This is an optimization exercise on Yosys and OpenROAD, whose aim is small area and a short achievable clock period, not a production implementation.
No run shown here included a check of the RTL's function; only the layout flow was run.
No activity file was given, so power comes from the tool's default toggle rates.

### config.mk
export PLATFORM = sky130hd
export DESIGN_NAME = top
export DESIGN_NICKNAME = top
export VERILOG_FILES = /design/flow/design.v
export SDC_FILE = /design/flow/constraint.sdc
export NUM_CORES = 4
export LEC_CHECK = 0
export CAP_MARGIN = 20
export CORE_MARGIN = 2
export CORE_UTILIZATION = 30
export PLACE_DENSITY = 0.5
export SLEW_MARGIN = 20
export SYNTH_HIERARCHICAL = 1
export SYNTH_MINIMUM_KEEP_SIZE = 1000
### constraint.sdc
create_clock -name core_clock -period 12.0 [get_ports {CLK}]
set_input_delay 2.4000 -clock core_clock [delete_from_list [all_inputs] [get_ports {CLK}]]
set_output_delay 2.4000 -clock core_clock [all_outputs]
set_load 0.01 [all_outputs]
### design.v
module regPC(CLK, RST_n, IN, OUT);
input CLK, RST_n;
input [31 : 0] IN;
output reg [31 : 0] OUT;
always_ff @(posedge CLK or negedge RST_n)
	if (!RST_n)
		OUT <= 0;
	else
		OUT <= IN;
endmodule
module ALU(Op, Zero, sol, Op1, Op2);
input [3:0] Op;
input [31:0] Op1, Op2;
output Zero;
output reg [31:0] sol;
wire sub = Op[3] | Op[1];
wire [32:0] sum = {1'b0, Op1} + {1'b0, Op2 ^ {32{sub}}} + {32'b0, sub};
wire ltu = ~sum[32];
wire eq = (Op1 == Op2);
wire left = ~Op[2];
wire big = |Op2[31:5];
wire [31:0] sin, sout, srev;
genvar g;
generate
	for (g = 0; g < 32; g = g + 1) begin : rev
		assign sin[g] = left ? Op1[31-g] : Op1[g];
		assign srev[g] = sout[31-g];
	end
endgenerate
assign sout = sin >> Op2[4:0];
wire [31:0] shres = big ? 32'b0 : (left ? srev : sout);
assign Zero = (sol == 0);
always_comb
begin
	case(Op)
		4'b0000, 4'b1000 : sol = sum[31:0];
		4'b0001, 4'b0101, 4'b1101 : sol = shres;
		4'b0010, 4'b0011 : sol = {31'b0, ltu};
		4'b0100 : sol = Op1 ^ Op2;
		4'b0110 : sol = Op1 | Op2;
		4'b0111 : sol = Op1 & Op2;
		4'b1001 : sol = {31'b0, eq};
		4'b1111 : sol = Op2;
		default : sol = 0;
	endcase
end
endmodule
module ALUControl(is_add, is_lui, IN, OUT);
input is_add, is_lui;
input [3 : 0] IN;
output [3 : 0] OUT;
assign OUT = is_add ? 4'b0000 : is_lui ? 4'b1111 : IN;
endmodule
module ImmGen (IN, OUT);
input [31 : 0] IN;
output reg [31 : 0] OUT;
always_comb
begin
	case(IN[6:2])
		5'b00100 : OUT = {{20{IN[31]}},IN[31:20]};  
		5'b01000 : OUT = {{20{IN[31]}},IN[31:25],IN[11:7]};  
		5'b11000 : OUT = {{20{IN[31]}},IN[7],IN[30:25],IN[11:8],1'b0};  
		5'b01101 : OUT = {IN[31:12],12'b0};  
		5'b00101 : OUT = {{12{IN[31]}},IN[31:12]};  
		5'b11011 : OUT = {{12{IN[31]}},IN[19:12],IN[20],IN[30:21],1'b0};  
		5'b11001 : OUT = {{19{IN[31]}},IN[31:20],1'b0};  
		5'b00000 : OUT = {{20{IN[31]}},IN[31:20]};  
		default : OUT = 0;
	endcase
end
endmodule
module registers(sel, data, q);
input [31:1] sel;
input [32*31-1:0] data;
output reg [31:0] q;
integer i;
always_comb
begin
	q = 0;
	for (i = 1; i < 32; i = i + 1)
		q = q | (data[32*(i-1) +: 32] & {32{sel[i]}});
end
endmodule
module adder(Op1, Op2, Sol);
input [31 : 0] Op1, Op2;
output [31 : 0] Sol;
assign Sol = Op1 + Op2;
endmodule
module MUX(in1, in2, ctr, out);
input [31 : 0] in1, in2;
input ctr;
output [31 : 0] out;
assign out = ctr ? in2 : in1;
endmodule
module control(IN, is_load, is_store, is_br, is_addpc, is_lui, selA, selB, RegWrite);
input [4:0] IN;
output is_load, is_store, is_br, is_addpc, is_lui, selA, selB, RegWrite;
wire is_alui  = (IN == 5'b00100);
wire is_alur  = (IN == 5'b01100);
wire is_jalr  = (IN == 5'b11001);
wire is_jal   = (IN == 5'b11011);
wire is_auipc = (IN == 5'b00101);
assign is_load  = (IN == 5'b00000);
assign is_store = (IN == 5'b01000);
assign is_br    = (IN == 5'b11000);
assign is_lui   = (IN == 5'b01101);
assign is_addpc = is_jalr | is_jal | is_auipc;
assign selA = is_addpc;
assign selB = is_load | is_alui | is_store | is_jal | is_lui | is_auipc;
assign RegWrite = is_load | is_alui | is_alur | is_addpc | is_lui;
endmodule
module top(CLK, RST_N, idata, ddata_r, iaddr, daddr, ddata_w, WRam);
input CLK, RST_N;
input [31 : 0] idata;
input [31 : 0] ddata_r;
output [9 : 0] iaddr, daddr;
output [31 : 0] ddata_w;
output WRam;
wire [31:0] PC, PC4, PCIMM, NeoPC;
wire [31:0] IMM, Reg1, Reg2, A, B, RES, WData;
wire [3:0]  OP;
wire is_load, is_store, is_br, is_addpc, is_lui, selA, selB, RegWrite, taken, taken_zero;
control ctrl(
	.IN(idata[6:2]),
	.is_load(is_load),
	.is_store(is_store),
	.is_br(is_br),
	.is_addpc(is_addpc),
	.is_lui(is_lui),
	.selA(selA),
	.selB(selB),
	.RegWrite(RegWrite));
ImmGen immgen(.IN(idata), .OUT(IMM));
ALUControl aluctl(
	.is_add(is_load | is_store | (is_addpc & ~idata[4])),
	.is_lui(is_lui),
	.IN({idata[30], idata[14:12]}),
	.OUT(OP));
regPC pcreg(.CLK(CLK), .RST_n(RST_N), .IN(NeoPC), .OUT(PC));
adder add4(.Op1(PC), .Op2(32'd4), .Sol(PC4));
adder addimm(.Op1(PC), .Op2(IMM), .Sol(PCIMM));
reg [31:0] regis [1:31];
reg [31:1] valid;
wire [31:1] we, sel1, sel2;
wire [32*31-1:0] flat;
genvar g;
generate
	for (g = 1; g < 32; g = g + 1) begin : wr
		assign we[g] = RegWrite && (idata[11:7] == g);
		assign sel1[g] = valid[g] && (idata[19:15] == g);
		assign sel2[g] = valid[g] && (idata[24:20] == g);
		assign flat[32*(g-1) +: 32] = regis[g];
		always_ff @(posedge CLK)
			if (we[g])
				regis[g] <= WData;
	end
endgenerate
always_ff @(posedge CLK, negedge RST_N)
	if (!RST_N)
		valid <= 0;
	else
		valid <= valid | we;
registers rd1(.sel(sel1), .data(flat), .q(Reg1));
registers rd2(.sel(sel2), .data(flat), .q(Reg2));
MUX muxA(.in1(Reg1), .in2(PC4), .ctr(selA), .out(A));
MUX muxB(.in1(Reg2), .in2(IMM), .ctr(selB), .out(B));
ALU alu(.Op(OP), .Op1(A), .Op2(B), .sol(RES), .Zero(taken_zero));
MUX muxW(.in1(RES), .in2(ddata_r), .ctr(is_load), .out(WData));
assign taken = is_addpc | (is_br & taken_zero);
assign NeoPC = taken ? PCIMM : PC4;
wire [9:0] dimm = {idata[29:25], is_store ? idata[11:7] : idata[24:20]};
assign daddr = Reg1[9:0] + dimm;
assign ddata_w = Reg2;
assign WRam = is_store;
assign iaddr = PC[11:2];
endmodule
### run.sh
#!/bin/bash
# synth_recipe.tcl (not shown) runs the flow's synth.tcl, then flattens the netlist and writes it again
# the make line also repeats each setting of config.mk as NAME=value (left out here)
make -C /OpenROAD-flow-scripts/flow DESIGN_CONFIG=/design/flow/config.mk WORK_HOME=/design/flow/orfs CLKGATE_MAP_FILE= SYNTH_SCRIPT=/design/flow/synth_recipe.tcl finish
==> impl_metrics.json, run 1 <==
{
  "routabilityCongestion": 1.000,
  "gr-usage-all-layers_pct": 26.04,
  "rows": 157,
  "port-buffer-count": 116,
  "outcome": "no timing/DRC/antenna violations",
  "finalInstanceArea_mm2": 0.06365,
  "holdBufCountCts": 0,
  "clock_sinks": 1055,
  "clock-root-buffer": "clkbuf_16",
  "maxCapViolations": 0,
  "post-place-cells": 6876,
  "fin_ws_ps": 1088,
  "first_pass_iters": 12,
  "worst_pin_slew_ps": 1226,
  "maxSlewHeadroom_pct": 18.25,
  "antenna_found_initial": 33,
  "syn2layout_area_growth_pct": 15.01,
  "wl_per_cell_um": 35.33,
  "dpl_worst_slack_ps": 681.4,
  "fill_cells": 17907,
  "synth_cells": 4398,
  "synth_fp_nets": 4605,
  "finalCriticalPeriod_ps": 10910,
  "rrSetupSlack_ps": 3630,
  "final_hold_viol_count": 0,
  "slowest_stage": "clkdlybuf4s50_1",
  "hold_depth": 1,
  "route.detailed.drc": 0,
  "peakVddDrop_mv": 0.1386,
  "setup_violations": 0,
  "grt_pass1_wl_um": 342100,
  "post-dp-hpwl_um": 170900,
  "tritoncts": "yes",
  "ys_seq_elements": 1055,
  "end_kind": "flop",
  "setup_tns_ps": 0,
  "r2r-start": "valid[7]$_DFF_PN0_",
  "seq_area_mm2": 0.03137,
  "die_width_um": 433.5,
  "routed_wl_um": 250600,
  "fin_crit_sh_pct": 90.93,
  "finalMaxSlewViolations": 0,
  "syn_avg_cell_area_um2": 12.58,
  "fmax_ghz": 0.09164,
  "postCtsSetupBuffers": 0,
  "layout-drive-gt1-share_pct": 15.49,
  "hold_ws_ps": 481.4,
  "clock_skew_ps": 32.62,
  "first_global_vias": 42785,
  "detail-route-antenna-nets": 0,
  "synth_area_leader_cell": "edfxtp_1",
  "power.leakage_nw": 21.57,
  "cts_made_buffers": 110,
  "vias_per_cell": 6.362,
  "reg2reg_depth": 26,
  "cp_max_fo": 18,
  "clk_path_buf_depth": 3,
  "synth.distinct_cells": 101,
  "core_area_mm2": 0.1833,
  "place_area_mm2": 0.06026,
  "post_cts_resized": 0,
  "cp.required_ps": 12630,
  "dieHeight_um": 433.5,
  "hold_class": "reg2reg",
  "htreeDepth": 3,
  "nets": 4732,
  "rsz0062_at_grt": "no",
  "netlist.area_leader.share_pct": 53.82,
  "grt_max_degree": 64,
  "yosys-top-cells-count": "992 x edfxtp_1, 779 x a22oi_1, 229 x clkbuf_1",
  "startpoint_type": "primary input",
  "synth_edf_count": 992,
  "clock_latency_ps": 760,
  "powerDensity_mw_per_mm2": 162.0,
  "vias": 45124,
  "crit_top_cell": "buf_4",
  "path_clk_slew_ps": 60,
  "synth_warnings": 12,
  "synth.most_common_cell": "edfxtp_1",
  "fin_total_pwr_mw": 10.31,
  "hold-path-endpoint": "valid[12]$_DFF_PN0_",
  "hp-start": "valid[12]$_DFF_PN0_",
  "initial_core_util_pct": 30.20,
  "utilization_pct": 34.73,
  "cp.arrival_ps": 11540,
  "critPathMaxStageDelay_ps": 990,
  "synthArstFlopShare_pct": 5.972,
  "r2r-end": "pcreg.OUT[10]$_DFF_PN0_",
  "dieArea_mm2": 0.1879,
  "synth.area.top_cells": "edfxtp_1 54%, a22oi_1 11%, ha_1 3.1%, dfrtp_1 2.8%, nand4_1 1.7%",
  "worst-setup-path-type": "in2reg",
  "finalNonFillerCells": 7093,
  "ios": 119,
  "first_iter_violations": 6542,
  "seq_area_frac_synth_pct": 56.67,
  "synth.cell_area_mm2": 0.05534,
  "multi_input_area_mm2": 0.02270,
  "ys.flop_type": "edfxtp_1",
  "grt_remaining_overflow": 0
}
-- layer usage --
layer  up-vias  routed length [um]  GRT usage [%]
li1      18553                   -              -
met1     22915               93940          32.51
met2      2950              114800          41.43
met3       690               27220          6.882
met4        16               14520          13.28
met5         -                  94              0
-- flip-flops by register name (all words and copies together), names as in the netlist --
| register | cells |
|---|---|
| regis | 992 |
| pcreg.OUT | 32 |
| valid | 31 |
-- cells in the final DEF, fill, tap and decap left out, types with 33 or more instances in the layout --
cell type | netlist | routed
mux2_2 | 83 | 83
buf_4 | 16 | 204
a22o_1 | 70 | 69
a21oi_1 | 96 | 95
inv_1 | 91 | 91
xnor2_1 | 58 | 58
a222oi_1 | 91 | 91
a221oi_2 | 62 | 62
mux2i_1 | 46 | 46
dfrtp_1 | 63 | 63
clkbuf_1 | 229 | 33
clkdlybuf4s50_1 | 0 | 115
mux4_2 | 39 | 39
edfxtp_1 | 992 | 992
nand3_1 | 181 | 181
nor2_1 | 140 | 110
ha_1 | 138 | 138
or4_1 | 69 | 69
a22oi_1 | 779 | 779
o21ai_0 | 109 | 101
clkbuf_16 | 0 | 110
and3_2 | 0 | 62
nand2_1 | 186 | 186
a21o_1 | 41 | 40
xor2_1 | 43 | 43
nand4_1 | 152 | 152
or2_2 | 38 | 38
-- Yosys stat by module, one instance, submodules excluded --
| module | cell area, um2 | flops+latches |
|---|---|---|
| top | 37290 | 1055 |
| ALU | 7400 | 0 |
| registers | 5328 | 0 |
-- critical path, delay by kind of cell --
kind	cells	cell delay (ps)
xor gates and xnor gates	1	160
AOI/OAI and AO/OA	10	3060
buffers and inverters	6	2430
adders and majority gates	1	450
and+or+nand+nor	12	2990
-- worst max path at each step --
stage          slack, ps                 endpoint  depth (start not counted)  startpoint
2_1_floorplan       2410  pcreg.OUT[31]$_DFF_PN0_                         32   idata[24]
3_3_place_gp         750  pcreg.OUT[10]$_DFF_PN0_                         30   idata[23]
3_5_place_dp         680  pcreg.OUT[10]$_DFF_PN0_                         30   idata[23]
4_1_cts             1430  pcreg.OUT[10]$_DFF_PN0_                         30   idata[23]
5_1_grt              830  pcreg.OUT[27]$_DFF_PN0_                         31   idata[23]
6_report            1090  pcreg.OUT[10]$_DFF_PN0_                         30   idata[23]
-- report_power, final --
part,switching [mW],internal [mW],total (mW)
Combinational,1.73,0.861,2.59
Sequential,0.126,4.32,4.45
Clock,1.49,1.78,3.27
-- cells by family after synthesis --
family | count (synthesis) | synth area share (%)
adder cells (fa/ha/maj) | 141 | 3.228
buffers and inverters | 403 | 3.122
AND/OR/NAND/NOR | 1043 | 10.23
flip-flops | 1055 | 56.67
AO/OA/AOI/OAI | 1486 | 21.02
XOR/XNOR | 101 | 1.598
multiplexers | 169 | 4.128
-- layout make-up --
| class | count | area share [%] |
|---|---|---|
| Clock inverter | 58 | 0.7194 |
| Sequential cell | 1055 | 49.27 |
| Inverter | 94 | 0.5543 |
| Clock buffer | 144 | 4.541 |
| Multi-Input combinational cell | 2940 | 35.66 |
| Tap cell | 2464 | 4.843 |
| Antenna cell | 14 | 0.05504 |
| Timing Repair Buffer | 324 | 4.352 |
==> inputs of run 2 (changes only) <==
--- a/config.mk
+++ b/config.mk
@@ -10,4 +10,5 @@
 export CORE_UTILIZATION = 30
 export PLACE_DENSITY = 0.5
+export SETUP_SLACK_MARGIN = 5
 export SLEW_MARGIN = 20
 export SYNTH_HIERARCHICAL = 1
==> run 2 against run 1 <==
- now fails the layout checks on capacitance limit, slew limit
- global-route usage up 4.9 points
- synthesized cell count unchanged
- critical endpoint is now regis[4][10]$_DFFE_PP_
- die area unchanged
- highest routed layer unchanged
- first-iteration DRC count up 36%
- non-clock buffer count up 383
- area after synthesis unchanged
==> impl_metrics.json, run 2 <==
{
  "outcome": "complete, but fails checks",
  "violations": "capacitance limit, slew limit",
  "clock_sinks": 1055,
  "final_hold_viol_count": 0,
  "reg2reg_depth": 31,
  "hp-start": "valid[13]$_DFF_PN0_",
  "power.leakage_nw": 25.18,
  "worst_pin_slew_ps": 1558,
  "gr-usage-all-layers_pct": 30.99,
  "hold_class": "reg2reg",
  "maxSlewHeadroom_pct": -4.115,
  "rrSetupSlack_ps": 4300,
  "antenna_found_initial": 50,
  "synth.area.top_cells": "edfxtp_1 54%, a22oi_1 11%, ha_1 3.1%, dfrtp_1 2.8%, nand4_1 1.7%",
  "ios": 119,
  "layout_commonest_cell": "edfxtp_1",
  "post-dp-hpwl_um": 175500,
  "r2r-end": "regis[4][10]$_DFFE_PP_",
  "path_clk_slew_ps": 60,
  "hold_depth": 1,
  "ys.flop_type": "edfxtp_1",
  "startpoint_type": "primary input",
  "place_area_mm2": 0.06063,
  "end_kind": "flop",
  "die_width_um": 433.5,
  "clock_skew_ps": 41.80,
  "cp.arrival_ps": 9520,
  "setup_tns_ps": 0,
  "seq_area_mm2": 0.03137,
  "multi_input_area_mm2": 0.02674,
  "largest_register_ffs": 992,
  "finalInstanceArea_mm2": 0.07208,
  "rsz0062_at_grt": "yes",
  "syn_avg_cell_area_um2": 12.58,
  "path_buf_inv": 23,
  "fin_crit_sh_pct": 75.81,
  "ys_seq_elements": 1055,
  "initial_core_util_pct": 30.20,
  "hold-path-endpoint": "valid[13]$_DFF_PN0_",
  "tritoncts": "yes",
  "synth.most_common_cell": "edfxtp_1",
  "layout-drive-gt1-share_pct": 31.25,
  "yosys-top-cells-count": "992 x edfxtp_1, 779 x a22oi_1, 229 x clkbuf_1",
  "synth.distinct_cells": 101,
  "synth_area_leader_cell": "edfxtp_1",
  "rows": 157,
  "finalCriticalPeriod_ps": 9098,
  "hold_ws_ps": 526.5,
  "synth.cell_area_mm2": 0.05534,
  "r2r-start": "valid[18]$_DFF_PN0_",
  "routed_wl_um": 305300,
  "seq_area_frac_synth_pct": 56.67,
  "grt_max_degree": 68,
  "synth_edf_count": 992,
  "detail-route-antenna-nets": 0,
  "first_iter_violations": 8908,
  "first_pass_iters": 11,
  "crit_top_cell": "buf_4",
  "dpl_worst_slack_ps": 554.7,
  "synth_warnings": 12,
  "setup_violations": 0,
  "synthArstFlopShare_pct": 5.972,
  "netlist.area_leader.share_pct": 53.82,
  "vias": 50637,
  "critPathMaxStageDelay_ps": 750,
  "nets": 5228,
  "reg_top3": "regis (992), pcreg.OUT (32), valid (31)",
  "clock-root-buffer": "clkbuf_16",
  "htreeDepth": 3,
  "port-buffer-count": 116,
  "finalMaxSlewViolations": 21,
  "first_global_vias": 46147,
  "cts_made_buffers": 107,
  "fin_total_pwr_mw": 11.41,
  "wl_per_cell_um": 40.22,
  "worst-setup-path-type": "in2reg",
  "layout_common_cells": "992 x edfxtp_1, 756 x a22oi_1, 392 x buf_4",
  "slowest_stage": "or4_4",
  "synth_cells": 4398,
  "powerDensity_mw_per_mm2": 158.2,
  "peakVddDrop_mv": 0.1269,
  "dieArea_mm2": 0.1879,
  "syn2layout_area_growth_pct": 30.24,
  "dieHeight_um": 433.5,
  "crit_family": "buffers and inverters",
  "cp.required_ps": 12420,
  "startpoint": "idata[22]",
  "fill_cells": 17211,
  "vias_per_cell": 6.670,
  "routabilityCongestion": 0.9711,
  "synth_fp_nets": 4605,
  "largest_register": "regis",
  "clock_latency_ps": 750,
  "core_area_mm2": 0.1833,
  "maxCapViolations": 1,
  "grt_pass1_wl_um": 398200,
  "fin_ws_ps": 2902,
  "fmax_ghz": 0.1099,
  "route.detailed.drc": 0,
  "clk_path_buf_depth": 3,
  "grt_remaining_overflow": 0,
  "cp_max_fo": 24
}
## run 2: changes by cell type in the layout (fill, tap and decap cells not counted), sizes merged, moves of 4 or more
| cell | delta |
|---|---|
| clkinv | -7 |
| buf | +422 |
| clkdlybuf4s50 | -55 |
| bufbuf | +4 |
| and3 | +29 |
| mux2 | +85 |
| diode | +10 |
| inv | -4 |
## run 2: how the worst max path moves through the flow
stage	end	slack [ps]	cells after the start
3_3_place_gp	pcreg.OUT[10]$_DFF_PN0_	580	28
3_5_place_dp	pcreg.OUT[10]$_DFF_PN0_	550	28
6_report	regis[4][10]$_DFFE_PP_	2900	37
4_1_cts	pcreg.OUT[28]$_DFF_PN0_	3160	31
2_1_floorplan	pcreg.OUT[28]$_DFF_PN0_	3440	31
5_1_grt	pcreg.OUT[28]$_DFF_PN0_	2880	32
## run 2: layout make-up
cell class	count	share of cell area, %
clock inverter	50	0.6110
sequential	1055	43.51
clock buffer	142	3.984
antenna	24	0.08332
inverter	94	0.5068
multi-input combinational	3056	37.09
timing repair buffer	707	9.932
tap	2464	4.277
## run 2: cell families after synthesis
kind of cell,after synthesis,share of synthesized area [%]
AOI/OAI and AO/OA,1486,21.02
buffers and inverters,403,3.122
DFF,1055,56.67
and+or+nand+nor,1043,10.23
muxes,169,4.128
xor gates and xnor gates,101,1.598
adders and majority gates,141,3.228
## run 2: Yosys stat by module, one instance, submodules excluded
module	times used	cells inside	area, um2	flip-flops and latches
registers	2	733	5328	0
top	1	1953	37290	1055
ALU	1	979	7400	0
## run 2: repair_timing
item                       4_1_cts  5_1_grt
setup buffers                  280      110
gates resized for setup        711      307
pin swaps                      193      149
hold buffers                     0        0
gates cloned                    95       29
setup endpoints to repair     1067     1066
## run 2: routing by layer
layer / wire (um) / track usage [%] / vias up
met2: 129800 / 45.80 / 4278
met4: 26930 / 22.67 / 26
met1: 107400 / 37.44 / 25397
li1: - / - / 19818
met5: 219 / 0 / -
met3: 41000 / 10.58 / 1118
## run 2: metrics by stage
stage	util [%]	instances
floorplan	-	4398
global placement	33.08	6860
detailed placement	33.08	6860
CTS	37.91	7427
global route	39.31	7577
finish	39.33	7592
## run 2: where the power goes
part	leakage (nW)	switching [mW]	internal, mW
clock	1.63	1.49	1.82
combinational	13.7	2.25	1.36
sequential	9.88	0.179	4.31
total	25.2	3.92	7.49
==> inputs of run 3 (changes only) <==
--- a/design.v
+++ b/design.v
@@ -12,10 +12,13 @@
 input [3:0] Op;
 input [31:0] Op1, Op2;
-output Zero;
+output reg Zero;
 output reg [31:0] sol;
 wire sub = Op[3] | Op[1];
 wire [32:0] sum = {1'b0, Op1} + {1'b0, Op2 ^ {32{sub}}} + {32'b0, sub};
 wire ltu = ~sum[32];
-wire eq = (Op1 == Op2);
+wire [31:0] x = Op1 ^ Op2;
+wire [31:0] o = Op1 | Op2;
+wire [31:0] a = Op1 & Op2;
+wire eq = ~|x;
 wire left = ~Op[2];
 wire big = |Op2[31:5];
@@ -30,5 +33,4 @@
 assign sout = sin >> Op2[4:0];
 wire [31:0] shres = big ? 32'b0 : (left ? srev : sout);
-assign Zero = (sol == 0);
 always_comb
 begin
@@ -37,10 +39,27 @@
 		4'b0001, 4'b0101, 4'b1101 : sol = shres;
 		4'b0010, 4'b0011 : sol = {31'b0, ltu};
-		4'b0100 : sol = Op1 ^ Op2;
-		4'b0110 : sol = Op1 | Op2;
-		4'b0111 : sol = Op1 & Op2;
+		4'b0100 : sol = x;
+		4'b0110 : sol = o;
+		4'b0111 : sol = a;
 		4'b1001 : sol = {31'b0, eq};
 		4'b1111 : sol = Op2;
 		default : sol = 0;
+	endcase
+end
+wire [31:0] lmask = 32'hffffffff >> Op2[4:0];	 
+wire [31:0] rmask = 32'hffffffff << Op2[4:0];	 
+always_comb
+begin
+	case(Op)
+		4'b0000 : Zero = (x == {o[30:0], 1'b0});	 
+		4'b1000, 4'b0100 : Zero = eq;
+		4'b0001 : Zero = big | ~|(Op1 & lmask);
+		4'b0101, 4'b1101 : Zero = big | ~|(Op1 & rmask);
+		4'b0010, 4'b0011 : Zero = ~ltu;
+		4'b0110 : Zero = ~|o;
+		4'b0111 : Zero = ~|a;
+		4'b1001 : Zero = ~eq;
+		4'b1111 : Zero = ~|Op2;
+		default : Zero = 1'b1;
 	endcase
 end
@@ -70,12 +89,14 @@
 end
 endmodule
-module registers(sel, data, q);
+module registers(sel, data, ext, extsel, q);
 input [31:1] sel;
 input [32*31-1:0] data;
+input [31:0] ext;
+input extsel;
 output reg [31:0] q;
 integer i;
 always_comb
 begin
-	q = 0;
+	q = ext & {32{extsel}};
 	for (i = 1; i < 32; i = i + 1)
 		q = q | (data[32*(i-1) +: 32] & {32{sel[i]}});
@@ -93,7 +114,7 @@
 assign out = ctr ? in2 : in1;
 endmodule
-module control(IN, is_load, is_store, is_br, is_addpc, is_lui, selA, selB, RegWrite);
+module control(IN, is_load, is_store, is_br, is_addpc, is_lui, foldB, RegWrite);
 input [4:0] IN;
-output is_load, is_store, is_br, is_addpc, is_lui, selA, selB, RegWrite;
+output is_load, is_store, is_br, is_addpc, is_lui, foldB, RegWrite;
 wire is_alui  = (IN == 5'b00100);
 wire is_alur  = (IN == 5'b01100);
@@ -106,6 +127,5 @@
 assign is_lui   = (IN == 5'b01101);
 assign is_addpc = is_jalr | is_jal | is_auipc;
-assign selA = is_addpc;
-assign selB = is_load | is_alui | is_store | is_jal | is_lui | is_auipc;
+assign foldB = is_alui | is_jal | is_lui | is_auipc;
 assign RegWrite = is_load | is_alui | is_alur | is_addpc | is_lui;
 endmodule
@@ -118,7 +138,7 @@
 output WRam;
 wire [31:0] PC, PC4, PCIMM, NeoPC;
-wire [31:0] IMM, Reg1, Reg2, A, B, RES, WData;
+wire [31:0] IMM, A, B, RES, WData;
 wire [3:0]  OP;
-wire is_load, is_store, is_br, is_addpc, is_lui, selA, selB, RegWrite, taken, taken_zero;
+wire is_load, is_store, is_br, is_addpc, is_lui, foldB, RegWrite, br_taken;
 control ctrl(
 	.IN(idata[6:2]),
@@ -128,6 +148,5 @@
 	.is_addpc(is_addpc),
 	.is_lui(is_lui),
-	.selA(selA),
-	.selB(selB),
+	.foldB(foldB),
 	.RegWrite(RegWrite));
 ImmGen immgen(.IN(idata), .OUT(IMM));
@@ -148,6 +167,6 @@
 	for (g = 1; g < 32; g = g + 1) begin : wr
 		assign we[g] = RegWrite && (idata[11:7] == g);
-		assign sel1[g] = valid[g] && (idata[19:15] == g);
-		assign sel2[g] = valid[g] && (idata[24:20] == g);
+		assign sel1[g] = valid[g] && !is_addpc && (idata[19:15] == g);
+		assign sel2[g] = valid[g] && !foldB && (idata[24:20] == g);
 		assign flat[32*(g-1) +: 32] = regis[g];
 		always_ff @(posedge CLK)
@@ -161,15 +180,12 @@
 	else
 		valid <= valid | we;
-registers rd1(.sel(sel1), .data(flat), .q(Reg1));
-registers rd2(.sel(sel2), .data(flat), .q(Reg2));
-MUX muxA(.in1(Reg1), .in2(PC4), .ctr(selA), .out(A));
-MUX muxB(.in1(Reg2), .in2(IMM), .ctr(selB), .out(B));
-ALU alu(.Op(OP), .Op1(A), .Op2(B), .sol(RES), .Zero(taken_zero));
+registers rdA(.sel(sel1), .data(flat), .ext(PC4), .extsel(is_addpc), .q(A));
+registers rdB(.sel(sel2), .data(flat), .ext(IMM), .extsel(foldB), .q(B));
+ALU alu(.Op(OP), .Op1(A), .Op2(B), .sol(RES), .Zero(br_taken));
 MUX muxW(.in1(RES), .in2(ddata_r), .ctr(is_load), .out(WData));
-assign taken = is_addpc | (is_br & taken_zero);
-assign NeoPC = taken ? PCIMM : PC4;
+assign NeoPC = (is_addpc | (is_br & br_taken)) ? PCIMM : PC4;
 wire [9:0] dimm = {idata[29:25], is_store ? idata[11:7] : idata[24:20]};
-assign daddr = Reg1[9:0] + dimm;
-assign ddata_w = Reg2;
+assign daddr = A[9:0] + dimm;
+assign ddata_w = B;
 assign WRam = is_store;
 assign iaddr = PC[11:2];
==> run 3 against run 2 <==
- now clean on timing, DRC and antenna
- combinational power is 12% higher
- clock skew is 41 ps higher
- area after synthesis is 0.83% lower
- critical endpoint is now daddr[9]
==> impl_metrics.json, run 3 <==
{
  "place_area_mm2": 0.05942,
  "tritoncts": "yes",
  "largest_register_ffs": 992,
  "cp_max_fo": 7,
  "p_seq_share_pct": 37.4,
  "synth_xor_area_share_pct": 2.378,
  "reg_top3": "regis (992), pcreg.OUT (32), valid (31)",
  "grt_max_degree": 106,
  "hold_class": "reg2reg",
  "dieHeight_um": 431.7,
  "routabilityCongestion": 1.002,
  "power.leakage_nw": 25.07,
  "synth_edf_count": 992,
  "die_width_um": 431.7,
  "netlist.area_leader.share_pct": 54.27,
  "grt_pass1_wl_um": 413800,
  "holdBufCountCts": 0,
  "outcome": "no timing/DRC/antenna violations",
  "wl_per_cell_um": 41.45,
  "layout_commonest_cell": "edfxtp_1",
  "synth.distinct_cells": 92,
  "ys_seq_elements": 1055,
  "clk_path_buf_depth": 3,
  "p_int_mw": 7.665,
  "startpoint_type": "primary input",
  "syn2layout_area_growth_pct": 31.98,
  "pwr-share-clk_pct": 28.7,
  "synth_area_leader_cell": "edfxtp_1",
  "detail-route-antenna-nets": 0,
  "ys.flop_type": "edfxtp_1",
  "synthMuxAreaShare_pct": 2.765,
  "synth.most_common_cell": "a22oi_1",
  "gr-usage-all-layers_pct": 32.41,
  "synthSimpleGateAreaFrac_pct": 10.11,
  "fmax_ghz": 0.1088,
  "synthArstFlopShare_pct": 5.972,
  "dieArea_mm2": 0.1864,
  "finalMaxSlewViolations": 0,
  "rows": 156,
  "syn_avg_cell_area_um2": 12.26,
  "synth_warnings": 12,
  "worst_pin_slew_ps": 1172,
  "p_switching_mw": 4.281,
  "finalNonFillerCells": 7661,
  "pwr-share-comb_pct": 33.9,
  "synth_cells": 4477,
  "port-buffer-count": 116,
  "maxSlewHeadroom_pct": 21.55,
  "peakVddDrop_mv": 0.1501,
  "path_clk_slew_ps": 70,
  "cp.required_ps": 9600,
  "setup_tns_ps": 0,
  "fin_crit_sh_pct": 76.56,
  "layout_common_cells": "992 x edfxtp_1, 978 x a22oi_1, 422 x buf_4",
  "vias": 52158,
  "layout-drive-gt1-share_pct": 30.09,
  "initial_core_util_pct": 30.27,
  "finalCriticalPeriod_ps": 9187,
  "finalInstanceArea_mm2": 0.07244,
  "hp-start": "pcreg.OUT[31]$_DFF_PN0_",
  "grt_remaining_overflow": 0,
  "ios": 119,
  "synth.cell_area_mm2": 0.05489,
  "seq_area_frac_synth_pct": 57.15,
  "startpoint": "idata[6]",
  "r2r-start": "pcreg.OUT[2]$_DFF_PN0_",
  "clock_skew_ps": 82.87,
  "first_global_vias": 47025,
  "clock_sinks": 1055,
  "vias_per_cell": 6.808,
  "maxCapViolations": 0,
  "end_kind": "output port",
  "largest_register": "regis",
  "final_hold_viol_count": 0,
  "clock-root-buffer": "clkbuf_16",
  "sw_frac_of_total_pct": 35.83,
  "fin_total_pwr_mw": 11.95,
  "yosys-top-cells-count": "1060 x a22oi_1, 992 x edfxtp_1, 296 x nand4_1",
  "htreeDepth": 3,
  "post-place-cells": 6785,
  "synth_top_family_by_area": "compound AO/OA/AOI/OAI gates",
  "nets": 5364,
  "routed_wl_um": 317600,
  "synth_compound_gate_area_share_pct": 20.84,
  "rsz0062_at_grt": "yes",
  "synthAdderAreaFrac_pct": 3.255,
  "post-dp-hpwl_um": 166900,
  "setup_violations": 0,
  "synth.area.top_cells": "edfxtp_1 54%, a22oi_1 14%, nand4_1 3.4%, ha_1 3.1%, dfrtp_1 2.9%",
  "antenna_found_initial": 55,
  "synth_fp_nets": 4684,
  "utilization_pct": 39.95,
  "clock_latency_ps": 800,
  "worst-setup-path-type": "in2out",
  "cts_made_buffers": 111,
  "core_area_mm2": 0.1813,
  "route.detailed.drc": 0,
  "first_pass_iters": 9,
  "cp.arrival_ps": 6790,
  "first_iter_violations": 10072,
  "powerDensity_mw_per_mm2": 164.9
}
run 3: changes by cell type after synthesis, sizes merged, moves of 46 or more:
cell    previous run  this run
a222oi            91        15
a221oi            82        15
nand3            181        43
clkbuf           229       166
o21ai            113       159
a22o              70         2
nand4            153       296
a22oi            780      1060
buf               80       143
run 3: cell type report:
| cell class | instances | area [um2] |
|---|---|---|
| Antenna cell | 36 | 90.09 |
| Clock buffer | 137 | 2897 |
| Clock inverter | 74 | 628.1 |
| Fill cell | 16902 | 108900 |
| Inverter | 102 | 386.6 |
| Multi-Input combinational cell | 3130 | 26230 |
| Sequential cell | 1055 | 31370 |
| Tap cell | 2370 | 2965 |
| Timing Repair Buffer | 757 | 7876 |
run 3: worst paths after layout:
| path | end | slack, ps | depth (start not counted) |
|---|---|---|---|
| max in group asynchronous | pcreg.OUT[21]$_DFF_PN0_ | 9540 | 1 |
| max reg2reg | pcreg.OUT[30]$_DFF_PN0_ | 4220 | 27 |
| max | daddr[9] | 2810 | 22 |
| min reg2reg | pcreg.OUT[31]$_DFF_PN0_ | 490 | 1 |
| min in group asynchronous | pcreg.OUT[19]$_DFF_PN0_ | 1790 | 1 |
| min | pcreg.OUT[31]$_DFF_PN0_ | 490 | 1 |
run 3: layer usage:
layer  wire, um  global-route usage [%]
met5        361                  0.3383
met4      31050                   23.51
met1     110500                   40.01
met2     126100                   45.05
met3      49560                   13.60
run 3: through the flow:
step	setup WS (ps)	hold WS (ps)
after floorplan	3728	445.0
after global routing	2761	516.3
after detailed placement	1215	466.0
final	2813	494.8
after CTS	3105	489.1
after global placement	1200	458.1
run 3: worst max-delay path, stage by stage:
cell,delay (ps)
buf_12,110
nand2b_4,140
nor3_4,230
o21ai_4,150
and3_4,230
and3_4,190
buf_8,140
a22oi_2,110
nand4_1,540
or4_4,790
ha_4,250
a21o_1,180
a21oi_4,140
o21bai_1,90
a21oi_2,150
nor2b_1,60
o21a_1,180
o21ai_1,120
nand2b_1,80
a21oi_2,170
xnor2_2,130
buf_2,150
run 3: power by group through the flow:
stage / Clock, mW / Combinational (mW) / Sequential, mW
global placement: 0 / 2.68 / 4.50
detailed placement: 0 / 2.69 / 4.51
floorplan: 0 / 1.59 / 4.47
finish: 3.43 / 4.05 / 4.47
global route: 3.56 / 4.08 / 4.47
CTS: 3.43 / 3.53 / 4.46
run 3: per-module statistics from Yosys (local to each module, per instance):
| module | times used | area (um2) | cells inside |
|---|---|---|---|
| top | 1 | 36320 | 1813 |
| ALU | 1 | 7797 | 1128 |
| registers | 2 | 5381 | 768 |
run 3: logic make-up after synthesis:
kind of cell               Yosys count
and+or+nand+nor                   1028
DFF                               1055
muxes                              105
xor gates and xnor gates           149
adders and majority gates          141
buffers and inverters              412
AOI/OAI and AO/OA                 1587
run 3: what timing repair did:
item,in CTS,in global routing
buffers inserted,378,111
pin swaps,193,170
setup endpoints to repair,1067,1067
gates cloned,126,12
resized for setup,754,279

## afterwards: timing with drivers on the ports
Ports are ideal in the flow. The routed layouts listed here were re-timed in OpenROAD.
Step 1 assumes that a clkbuf_16 drives the clock port and a buf_2 every other input.
Step 2 adds t to the input delays and takes it off the output delays; t is the mean of the earliest and latest rising clock arrival at the registers after step 1. Input paths then give back, and output paths get back, about the clock's delay inside the block.
Three values: no drivers, after step 1, after step 2; two values: the first two.
run	t, ns	setup slack, ns	latest minus earliest clock arrival (ns)	cell pins on the clock port's net
run 1	0.821	1.088 / 0.978 / 0.158	0.033 / 0.033	1
run 2	0.808	2.902 / 2.861 / 2.053	0.042 / 0.042	1
run 3	0.837	2.813 / 2.750 / 2.328	0.083 / 0.083	1
For run 1, which loses most, drivers alone change the setup slack by -0.110 ns; drivers and shift together by -0.930 ns.
